Context: an optimization exercise on an open-source flow, tuned for small area and a short achievable clock period. The choices shown serve that exercise and are no tape-out recipe.
Where RTL was checked, it was by simulation tests only, not by an equivalence proof against the original.
No functional check of the RTL was part of run 2.
No run shown here takes its clock network from TritonCTS; it comes from the design's own scripts or RTL.
The clock input has no modelled driver; a real chip could not lean on it and would need a root buffer or a full tree.
Power and IR drop assume default switching activity.

==> flow/design.v <==
module ram_dp_ar_aw (
  input             clk,
  input      [15:0] wlo_n,      
  input      [15:0] whi_n,      
  input       [7:0] wdata,
  input      [95:0] row_sel,    
  output reg [127:0] col_q      
);
reg [7:0] mem [0:255];
genvar wi;
generate
  for (wi = 0; wi < 256; wi = wi + 1) begin : wr_g
    always @(posedge clk)
      if (!whi_n[wi/16] && !wlo_n[wi%16])
        mem[wi] <= wdata;
  end
endgenerate
integer r, c;
function integer grp(input integer col);
  grp = (col == 0) ? 0 : (col + 2) / 3;
endfunction
reg [127:0] col_d;
always @(*) begin
  col_d = 128'd0;
  for (c = 0; c < 16; c = c + 1)
    for (r = 0; r < 16; r = r + 1)
      col_d[8*c +: 8] = col_d[8*c +: 8] |
        (mem[16*r+c] & {8{row_sel[16*grp(c) + r]}});
end
always @(posedge clk)
  col_q <= col_d;
endmodule
module syn_fifo (
  input        clk,
  input        rst,
  input        wr_cs,
  input        rd_cs,
  input  [7:0] data_in,
  input        rd_en,
  input        wr_en,
  output [7:0] data_out,
  output       empty,
  output       full
);
wire wr = wr_cs & wr_en;
wire rd = rd_cs & rd_en;
reg        wr_q;
reg  [7:0] din_q, din_qq;
reg  [15:1] wr_lo_h;           
reg         wr_lo0_n;          
reg  [15:0] wr_hi_n;           
wire [15:0] wr_lo = {wr_lo_h, ~wr_lo0_n};
always @(posedge clk)
  if (rst)
    wr_q <= 1'b0;
  else
    wr_q <= wr;
always @(posedge clk) begin
  din_q  <= data_in;
  din_qq <= din_q;
end
always @(posedge clk)
  if (rst) begin
    wr_lo_h  <= 15'd0;
    wr_lo0_n <= 1'b0;
    wr_hi_n  <= 16'hfffe;
  end else if (wr_q) begin
    wr_lo_h  <= wr_lo[14:0];
    wr_lo0_n <= ~wr_lo[15];
    if (wr_lo[15])
      wr_hi_n  <= {wr_hi_n[14:0], wr_hi_n[15]};
  end
wire [15:0] wr_lo_nx = wr_q ? {wr_lo[14:0], wr_lo[15]} : wr_lo;
reg  [15:0] wr_en_lo_n;
always @(posedge clk)
  if (rst)
    wr_en_lo_n <= 16'hffff;
  else
    wr_en_lo_n <= wr ? ~wr_lo_nx : 16'hffff;
reg  [15:1] rd_col_h;
reg         rd_col0_n;
wire [15:0] rd_col = {rd_col_h, ~rd_col0_n};
wire [15:0] rd_col_nx = rd ? {rd_col[14:0], rd_col[15]} : rd_col;
always @(posedge clk)
  if (rst) begin
    rd_col_h  <= 15'd0;
    rd_col0_n <= 1'b0;
  end else begin
    rd_col_h  <= rd_col_nx[15:1];
    rd_col0_n <= ~rd_col_nx[0];
  end
localparam NG = 6;                                      
localparam [4*NG-1:0] GHI = {4'd15, 4'd12, 4'd9, 4'd6, 4'd3, 4'd0};  
reg  [15:1] rd_rows_h [0:NG-1];
reg  [NG-1:0] rd_rows0_n;
wire [16*NG-1:0] rd_rows;
genvar gg;
generate
  for (gg = 0; gg < NG; gg = gg + 1) begin : ring_g
    wire [15:0] cur = {rd_rows_h[gg], ~rd_rows0_n[gg]};
    assign rd_rows[16*gg +: 16] = cur;
    always @(posedge clk)
      if (rst) begin
        rd_rows_h[gg]  <= 15'd0;
        rd_rows0_n[gg] <= 1'b0;
      end else if (rd && rd_col[GHI[4*gg +: 4]]) begin
        rd_rows_h[gg]  <= cur[14:0];
        rd_rows0_n[gg] <= ~cur[15];
      end
  end
endgenerate
reg  [15:0] cnt_lo, cnt_hi;
reg        not_empty, is1, is2, is254, is255;
reg        empty_r, full_r;      
reg        byp1, byp2;     
wire       inc = wr & ~rd;
wire       dec = rd & ~wr;
wire       cnt_is3   = cnt_hi[0]  & cnt_lo[3];
wire       cnt_is253 = cnt_hi[15] & cnt_lo[13];
wire [15:0] cnt_lo_nx = inc ? {cnt_lo[14:0], cnt_lo[15]} :
                        dec ? {cnt_lo[0], cnt_lo[15:1]} : cnt_lo;
wire [15:0] cnt_hi_nx = (inc & cnt_lo[15]) ? {cnt_hi[14:0], cnt_hi[15]} :
                        (dec & cnt_lo[0])  ? {cnt_hi[0], cnt_hi[15:1]} : cnt_hi;
always @(posedge clk)
  if (rst) begin
    cnt_lo <= 16'd1;
    cnt_hi <= 16'd1;
  end else begin
    cnt_lo <= cnt_lo_nx;
    cnt_hi <= cnt_hi_nx;
  end
always @(posedge clk)
  if (rst) begin
    not_empty  <= 1'b0;
    is1        <= 1'b0;
    is2        <= 1'b0;
    is254      <= 1'b0;
    is255      <= 1'b0;
  end else if (dec) begin
    not_empty  <= ~is1;
    is1        <= is2;
    is2        <= cnt_is3;
    is254      <= is255;
    is255      <= 1'b0;
  end else if (inc) begin
    not_empty  <= 1'b1;
    is1        <= ~not_empty;
    is2        <= is1;
    is254      <= cnt_is253;
    is255      <= is254;
  end
always @(posedge clk)
  if (rst) begin
    empty_r    <= 1'b1;
    full_r     <= 1'b0;
  end else if (dec) begin
    empty_r    <= is1;
    full_r     <= 1'b0;
  end else if (inc) begin
    empty_r    <= 1'b0;
    full_r     <= is254;
  end
wire byp1_nx = wr   & (rd ? is1 : ~not_empty);
wire byp2_nx = wr_q & (rd ? is2 : is1);
always @(posedge clk)
  if (rst) begin
    byp1 <= 1'b0;
    byp2 <= 1'b0;
  end else begin
    byp1 <= byp1_nx;
    byp2 <= byp2_nx;
  end
assign empty = empty_r;
assign full  = full_r;
reg  [15:1] col_sel_h;
reg         col_sel0_n;
wire [15:0] col_sel = {col_sel_h, ~col_sel0_n};
wire [15:0] col_sel_nx = rd_col_nx & {16{~(byp1_nx | byp2_nx)}};
always @(posedge clk)
  if (rst) begin
    col_sel_h  <= 15'd0;
    col_sel0_n <= 1'b0;
  end else begin
    col_sel_h  <= col_sel_nx[15:1];
    col_sel0_n <= ~col_sel_nx[0];
  end
wire [127:0] col_q;
reg  [7:0]  head;
integer c;
always @(*) begin
  head = (din_q & {8{byp1}}) | (din_qq & {8{byp2}});
  for (c = 0; c < 16; c = c + 1)
    head = head | (col_q[8*c +: 8] & {8{col_sel[c]}});
end
reg [7:0] data_out_r, data_keep_n;
always @(posedge clk)
  if (rst) begin
    data_out_r  <= 8'd0;
    data_keep_n <= 8'hff;
  end else begin
    data_out_r  <= rd ? head : ~data_keep_n;
    data_keep_n <= rd ? ~head : data_keep_n;
  end
assign data_out = data_out_r;
ram_dp_ar_aw DP_RAM (
  .clk      (clk),
  .wlo_n    (wr_en_lo_n),
  .whi_n    (wr_hi_n),
  .wdata    (din_q),
  .row_sel  (rd_rows),
  .col_q    (col_q)
);
endmodule
==> flow/flow/run.sh <==
#!/bin/bash
# Own flow: the standard layout, except that
#  - the clock tree is built by flow/mcts.tcl (a shallow tree of clock
#    buffers over flip-flop clusters found by recursive bisection) instead
#    of TritonCTS, and the output port buffers are moved next to the
#    flip-flops that drive them (flow/obuf.tcl),
#  - the port buffers are buf_4 (buffer_ports otherwise picks a delay
#    buffer, which is slow on the input and output paths),
#  - after ORFS's timing repair at CTS and at global routing, a greedy sizer
#    (flow/gsize.tcl) sizes up the gates on the worst register and input
#    paths, which ORFS's repair leaves weak, and
#  - sky130_fd_sc_hd__a222oi_1, which comes in one weak size only, is added
#    to the platform's don't-use list, so that synthesis does not put it on
#    paths that the resizer then cannot speed up.
# Every tool's output goes to the ORFS logs under orfs/logs; this script's
# own output goes to run.log.
set -euo pipefail
cd "$(dirname "$0")/.."
exec > >(tee run.log) 2>&1
DU="sky130_fd_sc_hd__probe_p_8 sky130_fd_sc_hd__probec_p_8 sky130_fd_sc_hd__lpflow_bleeder_1 sky130_fd_sc_hd__lpflow_clkbufkapwr_1 sky130_fd_sc_hd__lpflow_clkbufkapwr_16 sky130_fd_sc_hd__lpflow_clkbufkapwr_2 sky130_fd_sc_hd__lpflow_clkbufkapwr_4 sky130_fd_sc_hd__lpflow_clkbufkapwr_8 sky130_fd_sc_hd__lpflow_clkinvkapwr_1 sky130_fd_sc_hd__lpflow_clkinvkapwr_16 sky130_fd_sc_hd__lpflow_clkinvkapwr_2 sky130_fd_sc_hd__lpflow_clkinvkapwr_4 sky130_fd_sc_hd__lpflow_clkinvkapwr_8 sky130_fd_sc_hd__lpflow_decapkapwr_12 sky130_fd_sc_hd__lpflow_decapkapwr_3 sky130_fd_sc_hd__lpflow_decapkapwr_4 sky130_fd_sc_hd__lpflow_decapkapwr_6 sky130_fd_sc_hd__lpflow_decapkapwr_8 sky130_fd_sc_hd__lpflow_inputiso0n_1 sky130_fd_sc_hd__lpflow_inputiso0p_1 sky130_fd_sc_hd__lpflow_inputiso1n_1 sky130_fd_sc_hd__lpflow_inputiso1p_1 sky130_fd_sc_hd__lpflow_inputisolatch_1 sky130_fd_sc_hd__lpflow_isobufsrc_1 sky130_fd_sc_hd__lpflow_isobufsrc_16 sky130_fd_sc_hd__lpflow_isobufsrc_2 sky130_fd_sc_hd__lpflow_isobufsrc_4 sky130_fd_sc_hd__lpflow_isobufsrc_8 sky130_fd_sc_hd__lpflow_isobufsrckapwr_16 sky130_fd_sc_hd__lpflow_lsbuf_lh_hl_isowell_tap_1 sky130_fd_sc_hd__lpflow_lsbuf_lh_hl_isowell_tap_2 sky130_fd_sc_hd__lpflow_lsbuf_lh_hl_isowell_tap_4 sky130_fd_sc_hd__lpflow_lsbuf_lh_isowell_4 sky130_fd_sc_hd__lpflow_lsbuf_lh_isowell_tap_1 sky130_fd_sc_hd__lpflow_lsbuf_lh_isowell_tap_2 sky130_fd_sc_hd__lpflow_lsbuf_lh_isowell_tap_4 sky130_fd_sc_hd__a222oi_1"
bash standard.sh DONT_USE_CELLS="$DU" PRE_CTS_TCL="$PWD/flow/cts_hook.tcl" \
  POST_CTS_TCL="$PWD/flow/post_cts_hook.tcl" \
  POST_GLOBAL_ROUTE_TCL="$PWD/flow/post_grt_hook.tcl" \
  BUFFER_PORTS_ARGS="-buffer_cell sky130_fd_sc_hd__buf_4" finish
==> flow/flow/cts_hook.tcl <==
# PRE_CTS_TCL hook: move the output port buffers next to the flip-flops
# that drive them (flow/obuf.tcl), build the clock tree by hand
# (flow/mcts.tcl) in place of TritonCTS, then let the rest of ORFS's CTS
# step (legalisation, timing repair) run as usual.
source [file join [file dirname [info script]] mcts.tcl]
source [file join [file dirname [info script]] obuf.tcl]
obuf_move
# 96 leaf buffers for about 25 flip-flops each, 16 above them, 4 at the top
mcts_build2 {{96 sky130_fd_sc_hd__clkbuf_16} {16 sky130_fd_sc_hd__clkbuf_16} {4 sky130_fd_sc_hd__clkbuf_16}}
rename clock_tree_synthesis tritoncts_unused
proc clock_tree_synthesis {args} {
  puts "clock tree built by flow/mcts.tcl"
  set_propagated_clock [all_clocks]
}
==> flow/flow/gsize.tcl <==
# Greedy gate sizing: repeatedly take the worst register or input endpoint
# whose slack is below target and try each larger drive strength of each
# gate or flip-flop on its worst path, keeping the swap that helps that
# endpoint most without making the worst slack of the design worse.
# Output ports are left out (their paths hold no gate to size).
proc gsize_sizes {ref} {
  if {![regexp {^(sky130_fd_sc_hd__\w+)_(\d+)$} $ref -> base sz]} { return {} }
  if {[regexp {clkbuf|clkinv|edfxtp|a222oi|dly|conb} $base]} { return {} }
  set out {}
  foreach n {2 4 6 8 12 16} {
    if {$n > $sz && [llength [get_lib_cells -quiet */${base}_$n]]} { lappend out ${base}_$n }
  }
  return $out
}
proc gsize_wns {} {
  # worst slack over register and input endpoints, output ports left out
  set w 1e9
  foreach pe [find_timing_paths -path_delay max -group_path_count 20 -endpoint_path_count 1 -sort_by_slack] {
    if {[get_property [get_property $pe endpoint] direction] eq "output"} { continue }
    set w [get_property $pe slack]
    break
  }
  return $w
}
proc gsize_est {} {
  if {$::gsize_mode eq "grt"} { estimate_parasitics -global_routing } else { estimate_parasitics -placement }
}
proc gsize {target iters {mode placement}} {
  set ::gsize_mode $mode
  set skip {}
  set nsw 0
  for {set it 0} {$it < $iters} {incr it} {
    set pe ""
    foreach p [find_timing_paths -path_delay max -group_path_count 200 -endpoint_path_count 1 -sort_by_slack] {
      set ep [get_property $p endpoint]
      if {[get_property $ep direction] eq "output"} { continue }
      if {[get_property $p slack] >= $target} { break }
      if {[lsearch -exact $skip [get_full_name $ep]] >= 0} { continue }
      set pe $p
      break
    }
    if {$pe eq ""} { break }
    set ep [get_property $pe endpoint]
    set epn [get_full_name $ep]
    set s0 [get_property $pe slack]
    # take all from the path before any other timing query frees it
    set insts {}
    foreach pt [get_property $pe points] {
      set c [get_cells -of_objects [get_property $pt pin]]
      set cn [get_full_name $c]
      if {[lsearch -exact $insts $cn] < 0 && ![string match ctsbuf_* $cn]} { lappend insts $cn }
    }
    set w0 [gsize_wns]
    set best ""; set bests $s0
    foreach cn $insts {
      set ref [get_property [get_cells $cn] ref_name]
      foreach cand [gsize_sizes $ref] {
        replace_cell $cn $cand
        gsize_est
        set s [get_property [get_pins $epn] slack_max]
        if {$s > $bests + 0.003 && [gsize_wns] >= min($w0, $s0) - 1e-4} { set bests $s; set best [list $cn $cand] }
        replace_cell $cn $ref
      }
    }
    if {$best eq ""} {
      lappend skip $epn
    } else {
      replace_cell {*}$best
      incr nsw
    }
    gsize_est
  }
  puts "gsize: $nsw swaps, [llength $skip] endpoints left as they were, worst slack [gsize_wns]"
}
==> flow/flow/mcts.tcl <==
proc mcts_split {items n} {
  # items: list of {obj x y}; return n groups of near equal size
  if {$n <= 1} { return [list $items] }
  set xs {}; set ys {}
  foreach it $items { lappend xs [lindex $it 1]; lappend ys [lindex $it 2] }
  set xs [lsort -integer $xs]; set ys [lsort -integer $ys]
  set dx [expr {[lindex $xs end]-[lindex $xs 0]}]
  set dy [expr {[lindex $ys end]-[lindex $ys 0]}]
  set k [expr {$dx >= $dy ? 1 : 2}]
  set s [lsort -integer -index $k $items]
  set n1 [expr {$n/2}]
  set h [expr {int(round(double([llength $s])*$n1/$n))}]
  set a [lrange $s 0 [expr {$h-1}]]; set b [lrange $s $h end]
  return [concat [mcts_split $a $n1] [mcts_split $b [expr {$n-$n1}]]]
}
proc mcts_build2 {levels} {
  # levels: list of {ngroups master} from the leaves up
  set block [ord::get_db_block]
  set db [ord::get_db]
  set clknet [$block findNet clk]
  set items {}
  foreach it [$clknet getITerms] {
    set l [[$it getInst] getLocation]
    lappend items [list $it [lindex $l 0] [lindex $l 1]]
  }
  set lvl 0
  foreach lv $levels {
    lassign $lv ng bn
    set buf [$db findMaster $bn]
    set next {}
    set gi 0
    foreach grp [mcts_split $items $ng] {
      set sx 0; set sy 0
      foreach item $grp { set sx [expr {$sx+[lindex $item 1]}]; set sy [expr {$sy+[lindex $item 2]}] }
      set n [llength $grp]
      set cx [expr {int($sx/$n)}]; set cy [expr {int($sy/$n)}]
      set bi [odb::dbInst_create $block $buf "ctsbuf_L${lvl}_${gi}"]
      $bi setLocation $cx $cy
      $bi setPlacementStatus PLACED
      set net [odb::dbNet_create $block "clknet_L${lvl}_${gi}"]
      $net setSigType CLOCK
      foreach item $grp { set it [lindex $item 0]; $it disconnect; $it connect $net }
      [$bi findITerm X] connect $net
      lappend next [list [$bi findITerm A] $cx $cy]
      incr gi
    }
    puts "mcts: level $lvl: [llength $next] x $bn for [llength $items] loads"
    set items $next
    incr lvl
  }
  foreach item $items { [lindex $item 0] connect $clknet }
}

==> flow/flow/obuf.tcl <==
# Move each output port's buffer next to the flip-flop that drives it, so
# that the flip-flop sees a short wire and the buffer drives the long one
# to the pin. The buffer stays; detailed placement legalises it afterwards.
proc obuf_move {} {
  set block [ord::get_db_block]
  set n 0
  foreach bt [$block getBTerms] {
    if {[$bt getIoType] ne "OUTPUT"} { continue }
    set net [$bt getNet]
    foreach it [$net getITerms] {
      if {![$it isOutputSignal]} { continue }
      set buf [$it getInst]
      set in [lindex [lmap x [$buf getITerms] {expr {[$x isInputSignal] ? $x : [continue]}}] 0]
      set inet [$in getNet]
      foreach d [$inet getITerms] {
        if {![$d isOutputSignal]} { continue }
        set ff [$d getInst]
        lassign [$ff getLocation] x y
        set w [[$ff getMaster] getWidth]
        $buf setLocation [expr {$x + $w}] $y
        $buf setPlacementStatus PLACED
        incr n
      }
    }
  }
  puts "obuf_move: moved $n output buffers"
}
==> flow/flow/post_cts_hook.tcl <==
# POST_CTS_TCL hook: after ORFS's own timing repair, size up the gates on
# the worst register and input paths (flow/gsize.tcl), then legalise.
source [file join [file dirname [info script]] gsize.tcl]
gsize 2.18 400
detailed_placement
==> flow/flow/post_grt_hook.tcl <==
# POST_GLOBAL_ROUTE_TCL hook: the same sizing with global-route parasitics,
# then legalise and update the global routes of the nets it touched.
source [file join [file dirname [info script]] gsize.tcl]
global_route -start_incremental
gsize 2.18 400 grt
detailed_placement
global_route -end_incremental
estimate_parasitics -global_routing
==> flow/standard.sh <==
#!/bin/bash
# synth_recipe.tcl (not shown) runs the flow's synth.tcl, then flattens the netlist and writes it again
# the make line also repeats each setting of config.mk as NAME=value (left out here)
make -C /OpenROAD-flow-scripts/flow DESIGN_CONFIG=/design/flow/config.mk WORK_HOME=/design/flow/orfs CLKGATE_MAP_FILE= SYNTH_SCRIPT=/design/flow/synth_recipe.tcl "${@:-finish}"
==> flow/config.mk <==
export PLATFORM = sky130hd
export DESIGN_NAME = syn_fifo
export DESIGN_NICKNAME = syn_fifo
export VERILOG_FILES = /design/flow/design.v
export SDC_FILE = /design/flow/constraint.sdc
export NUM_CORES = 8
export LEC_CHECK = 0
export CAP_MARGIN = 20
export CORE_MARGIN = 2
export CORE_UTILIZATION = 70
export SETUP_SLACK_MARGIN = 2.25
export SLEW_MARGIN = 20
export SYNTH_MEMORY_MAX_BITS = 4096
==> flow/constraint.sdc <==
create_clock -name core_clock -period 4.0 [get_ports {clk}]
set_input_delay 0.8000 -clock core_clock [delete_from_list [all_inputs] [get_ports {clk}]]
set_output_delay 0.8000 -clock core_clock [all_outputs]
set_load 0.01 [all_outputs]
==> results of run 1 <==
-- stage by stage --
| stage | cells | instance area, sq um | hold slack [ns] | setup slack, ns |
|---|---|---|---|---|
| finish | 6696 | 91800 | 0.353 | 2.16 |
| detailed placement | 6564 | 87500 | 0.445 | 1.11 |
| global placement | 6564 | 87500 | 0.436 | 1.15 |
| floorplan | 5197 | 85900 | 0.426 | 2.05 |
-- placed cells by master, fill, tap and decap left out, drive strengths merged --
cell type and instances:
edfxtp 2048, a221oi 518, a22o 395, dfxtp 377
nor2 357, nand2 339, buf 154, nand4 143
o21ai 139, a21oi 136, inv 132, clkbuf 116
a22oi 45, mux2i 43, nand3 23, and3 21
nor3 17, a211o 16, a311oi 15, a211oi 10
o21a 5, o31a 3, o31ai 3, nand3b 2
nand2b 2, and2 2, a221o 2, ha 2
diode 1, clkinv 1, a21boi 1, or3 1
nor2b 1, or2 1
-- registers in the layout, summed over array words and instances (netlist names), 6 cells and up --
name and cells:
cnt_hi 16, din_q 8, data_out_r 8, wr_en_lo_n 16, rd_rows_h 90, din_qq 8, data_keep_n 8, wr_lo_h 15
wr_hi_n 16, rd_col_h 15, col_sel_h 15, rd_rows0_n 6, cnt_lo 16, DP_RAM.mem 2048, DP_RAM.col_q 128
-- per-layer routing --
| layer | GRT usage (%) | vias to the layer above |
|---|---|---|
| met5 | 0 | - |
| met4 | 10.5 | 4 |
| met3 | 5.99 | 439 |
| met2 | 56.0 | 3336 |
| met1 | 53.8 | 24700 |
| li1 | - | 20200 |
-- area by class of cell --
class | count | area [sq um]
Tap cell | 1625 | 2030
Timing Repair Buffer | 154 | 1510
Multi-Input combinational cell | 2242 | 15600
Inverter | 133 | 517
Buffer | 116 | 2900
Antenna cell | 1 | 2.50
Fill cell | 7108 | 29900
Sequential cell | 2425 | 69200
-- path summary, 6_finish.rpt --
kind / start / endpoint / slack (ns) / depth (start not counted)
worst max register to register: wr_en_lo_n[0]$_SDFF_PP1_ / DP_RAM.mem[0][1]$_DFFE_PP_ / 2.20 / 1
worst min-delay path: data_in[4] / din_q[4]$_DFF_P_ / 0.35 / 1
worst max-delay path: data_out_r[4]$_SDFF_PP0_ / data_out[4] / 2.16 / 1
worst min register to register: rd_rows_h[2][13]$_SDFFE_PP0P_ / rd_rows_h[2][14]$_SDFFE_PP0P_ / 0.46 / 2
-- logic make-up (layout without fill, tap and decap cells) --
group	after synthesis	count (layout)
compound gates	1288	1288
fa+ha+maj	2	2
buf+inv	531	403
flops	2425	2425
mux	43	43
other cells	0	1
simple gates	908	909
-- power by group through the flow --
stage | clock network (W) | logic, W | registers [W]
floorplan | 0 | 0.000202 | 0.0281
finish | 0.0125 | 0.000684 | 0.0275
global placement | 0 | 0.000572 | 0.0281
detailed placement | 0 | 0.000592 | 0.0281
==> out/metrics.cfg, run 1 <==
[outcome]
status=no timing/DRC/antenna violations

[synth]
synthMuxAreaShare_pct=0.502
yosys-top-cells-count=edfxtp_1 (2048), a221oi_1 (518), a22o_1 (395), dfxtp_1 (377), nor2_1 (356)
syn_avg_cell_area_sq_um=16.5
synth-edff-count=2048
netlist.top_cell.by_area=edfxtp_1
syn-instance-count=5197
yosys.cell_count.top_type=edfxtp_1
ys.flop_type=edfxtp_1
ys_ff_latch=2425
synth_compound_area_share_pct=11.9
netlist_top_cells_area=edfxtp_1 (72%), dfxtp_1 (8.8%), a221oi_1 (5.3%)
synth-adder-area-share_pct=0.0292
synth-xor-area-share_pct=0
synthArstFlopShare_pct=0
yosysWarnings=4
synth_top_cell_area_share_pct=71.7
synthSimpleGateAreaFrac_pct=4.62
syn_nets=5213
netlist_area_sq_um=85800
synth.distinct_cells=41
synth_top_family_by_area=compound AO/OA/AOI/OAI gates
ys_seq_area_share_pct=80.5

[layout]
area_growth_pct=7.00
drive_gt1_share_pct=12.1
utilization_pct=75.4
nNetsFinal=5088

[critical_path]
critPathKind=flip-flop to primary output
critical_path.max_fanout=1
cp.arrival_ns=1.04
cp_slowest_cell=dfxtp_2
end_kind=primary output
crit_required_ns=3.20
path_buf_inv=1
critPathLaunchType=flip-flop
critPathTopFamily=flip-flops
cp_cell_sequence=buf_6
cpPeakStageDelay_ns=0.35

[drt]
drc=0
met3WireLength_um=27100
wl_met1_um=86400
wl_um=229000
met2_length_um=107000
ant_nets=0
first_pass_iters=6
top_layer=met5
vias=48700
viasPerCell=7.28
post_drt_wl_per_cell_um=34.3
first_iter_violations=8357

[place]
place_congestion=0.884
hpwl_um=137000
portBuffers=23

[timing]
finalMaxSlewViolations=0
fmax_ghz=0.545
period_needed_ns=1.84
tightest_slew_ns=1.09
setup_tns_ns=0
hold_violations=0
relSlewSlack_pct=27.5
fin_skew_ns=0.0258
finalSetupViolations=0
period_share_pct=45.9

[power_and_ir_drop]
combPwrFrac_pct=1.7
switching_share_pct=19.3
clock_power_share_pct=30.7
power_density_nw_per_um2=442
power.internal_w=0.0327
peakVddDrop_uv=536
power.total_w=0.0406
p_sw_w=0.00786
pwr-share-seq_pct=67.6
p_leak_nw=28.4

[flow_run]
max_cap_violations=0

[min_path]
hp-class=input pin to flip-flop

[die]
coreArea_sq_um=122000
start_util_pct=70.5
die-area_sq_um=125000
fp.dieW_um=354
die_h_um=354
pin_count=24
rows=128

[grt]
grt_max_degree=141
gr-total-overflow=0
grt_pass1_wl_um=327000
antenna_found_initial=5
track_usage_pct=36.0
grt_pass1_vias=45400

[clock_network]
path_clk_slew_ns=0.10
clk_latency_ns=0.56

==> run 2, diff against run 1 <==
--- a/flow/design.v
+++ b/flow/design.v
@@ -193,13 +193,10 @@
     head = head | (col_q[8*c +: 8] & {8{col_sel[c]}});
 end
-reg [7:0] data_out_r, data_keep_n;
-always @(posedge clk)
-  if (rst) begin
-    data_out_r  <= 8'd0;
-    data_keep_n <= 8'hff;
-  end else begin
-    data_out_r  <= rd ? head : ~data_keep_n;
-    data_keep_n <= rd ? ~head : data_keep_n;
-  end
+reg [7:0] data_out_r;
+always @(posedge clk)
+  if (rst)
+    data_out_r <= 8'd0;
+  else if (rd)
+    data_out_r <= head;
 assign data_out = data_out_r;
 ram_dp_ar_aw DP_RAM (
==> run 2 against run 1 <==
Register-to-register slack got worse by 0.05 ns. Die area decreased by 0.18%. Sequential share of layout area down 0.34 points. Core utilization up 0.28 points. Critical path depth stayed put. Global-route usage is 0.86 points higher. Worst hold slack lost 0.0041 ns. Area after synthesis down 0.18%. First-iteration DRC count is 3.4% lower. Setup slack got worse by 0.032 ns. Maximum frequency is 1.7% lower. Combinational power decreased by 5.3%.
==> out/metrics.cfg, run 2 <==
[min_path]
hold_end=din_q[2]$_DFF_P_
hold_depth=1
holdCritStartpoint=data_in[2]
hp-class=input pin to flip-flop

[drt]
drc=0
first_pass_iters=6
vias=49100
post_drt_wl_per_cell_um=34.8
ant_nets=0
first_iter_violations=8076
wl_um=234000
viasPerCell=7.32

[power_and_ir_drop]
p_leak_nw=28.5
power_density_nw_per_um2=440
peakVddDrop_uv=465

[layout]
fillerInstances=7072
final_common_cell=edfxtp_1
area_growth_pct=7.45
largest_reg_flops=2048
top_register=DP_RAM.mem
top_regs=DP_RAM.mem: 2048 flops, DP_RAM.col_q: 128 flops, rd_rows_h: 90 flops
utilization_pct=75.7
seq_area_sq_um=69100
multi_input_area_sq_um=15700
nNetsFinal=5106
finalNonFillerCells=6716
drive_gt1_share_pct=12.9
final_cell_mix=edfxtp_1 (2048), a221oi_1 (433), a22o_1 (396), nand2_1 (340), dfxtp_1 (283)

[timing]
relSlewSlack_pct=34.6
period_needed_ns=1.87
period_share_pct=46.7
fin_skew_ns=0.0260
hold_ws_ns=0.348
finalSetupViolations=0
setup_tns_ns=0
tightest_slew_ns=0.979
fmax_ghz=0.535
finalMaxSlewViolations=0
hold_violations=0

[critical_path]
r2r-start=col_sel_h[9]$_SDFF_PP0_
critPathTopFamily=flip-flops
cp_slowest_cell=dfxtp_2
crit_path_start=data_out_r[3]$_SDFFE_PP0P_
reg2reg_slack_ns=2.15
critical_path.max_fanout=2
crit_required_ns=3.20
end_kind=primary output
cpPeakStageDelay_ns=0.35
reg2reg_to=data_out_r[4]$_SDFFE_PP0P_
cp.arrival_ns=1.07
cp_cell_sequence=buf_6
critPathLaunchType=flip-flop
worstSetupPathDepth=1
path_buf_inv=1
critPathKind=flip-flop to primary output
reg2reg_depth=4

[grt]
track_usage_pct=36.9
grt_pass1_vias=45500
grt_pass1_wl_um=332000
antenna_found_initial=6
gr-total-overflow=0
grt_max_degree=146

[synth]
synthArstFlopShare_pct=0
syn-instance-count=5190
synth_top_cell_area_share_pct=71.8
synth-edff-count=2048
ys.flop_type=edfxtp_1
yosys-top-cells-count=edfxtp_1 (2048), a221oi_1 (512), a22o_1 (396), dfxtp_1 (369), nor2_1 (365)
netlist.top_cell.by_area=edfxtp_1
syn_avg_cell_area_sq_um=16.5
netlist_top_cells_area=edfxtp_1 (72%), dfxtp_1 (8.6%), a221oi_1 (5.2%)
ys_seq_area_share_pct=80.5
synth.distinct_cells=39
syn_nets=5206
ys_ff_latch=2417
netlist_area_sq_um=85600
yosysWarnings=4
yosys.cell_count.top_type=edfxtp_1

[place]
portBuffers=23
dp_cells=6576
hpwl_um=142000
place_congestion=0.896

[die]
fp.dieW_um=354
start_util_pct=70.4
die-area_sq_um=125000
pin_count=24
die_h_um=354
rows=128
coreArea_sq_um=122000

[clock_network]
path_clk_slew_ns=0.09
clk_latency_ns=0.57

[outcome]
status=no timing/DRC/antenna violations

[flow_run]
max_cap_violations=0

-- run 2: changes by cell type after synthesis, moves of 7 or more --
cell	delta
a211oi_1	+12
a21oi_1	-20
dfxtp_1	-8
nand2_1	+7
nand2b_1	+7
nor2_1	+9
-- run 2: how the worst max path moves through the flow --
stage / to / slack [ns]
after detailed placement: cnt_hi[0]$_SDFFE_PP1P_ / 0.96
final: data_out[3] / 2.13
after global placement: cnt_hi[0]$_SDFFE_PP1P_ / 1.00
after floorplan: cnt_lo[10]$_SDFFE_PP0P_ / 1.54
-- run 2: report_power, final --
part | internal, W | switching (W)
clock | 0.00524 | 0.00717
sequential | 0.0273 | 0.000127
combinational | 0.000146 | 0.000502
total | 0.0326 | 0.00780
-- run 2: metrics by stage --
stage                     total power [W]  worst slack [ns]  instance area (sq um)
after floorplan                    0.0282              1.54                  85700
final                              0.0405              2.13                  92000
after global placement             0.0285              1.00                  87400
after detailed placement           0.0286             0.960                  87400
-- run 2: cell type report --
type	instances	share of cell area [%]
buffer	116	3.16
antenna	3	0.00816
timing repair buffer	180	1.94
sequential	2417	75.1
inverter	133	0.543
multi-input combinational	2242	17.0
tap	1625	2.21
-- run 2: layer usage --
| metal | track usage, % | part of all wire, % |
|---|---|---|
| met5 | 0 | 0.0094 |
| met1 | 55.8 | 38 |
| met2 | 55.8 | 46 |
| met3 | 6.47 | 12 |
| met4 | 11.9 | 3.8 |
-- run 2: logic make-up (layout without fill, tap and decap cells) --
| logic type | Yosys count | after routing | synth area share [%] |
|---|---|---|---|
| DFF | 2417 | 2417 | 80.5 |
| adders and majority gates | 2 | 2 | 0.0292 |
| and+or+nand+nor | 931 | 931 | 4.74 |
| AOI/OAI and AO/OA | 1266 | 1266 | 11.8 |
| buffers and inverters | 531 | 429 | 2.52 |
| muxes | 43 | 43 | 0.503 |
| other | 0 | 3 | 0 |

-- port drivers added, routing unchanged --
No port has a modelled driver above. Below, the same layouts with a new extraction and two added sets of constraints. Step 1 assumes that a clkbuf_16 drives the clock port and a buf_2 every other input. Step 2 times the ports against the registers' clock, not the clock port: input delays grow and output delays shrink by t, the midpoint of the rising clock arrivals with the driver on. a / b / c = ideal / step 1 / step 2; a / b = the first two.
run | t (ns) | setup WS [ns] | latest minus earliest clock arrival (ns) | pins driven straight from the clock port
run 1 | 0.724 | 2.164 / 1.983 / 1.620 | 0.033 / 0.032 | 4
run 2 | 0.734 | 2.131 / 1.950 / 1.582 | 0.033 / 0.033 | 4
After both steps setup and hold are still met in every run listed. The setup slack of run 2, which loses most, moves by -0.181 ns with the drivers and by -0.549 ns with both steps.
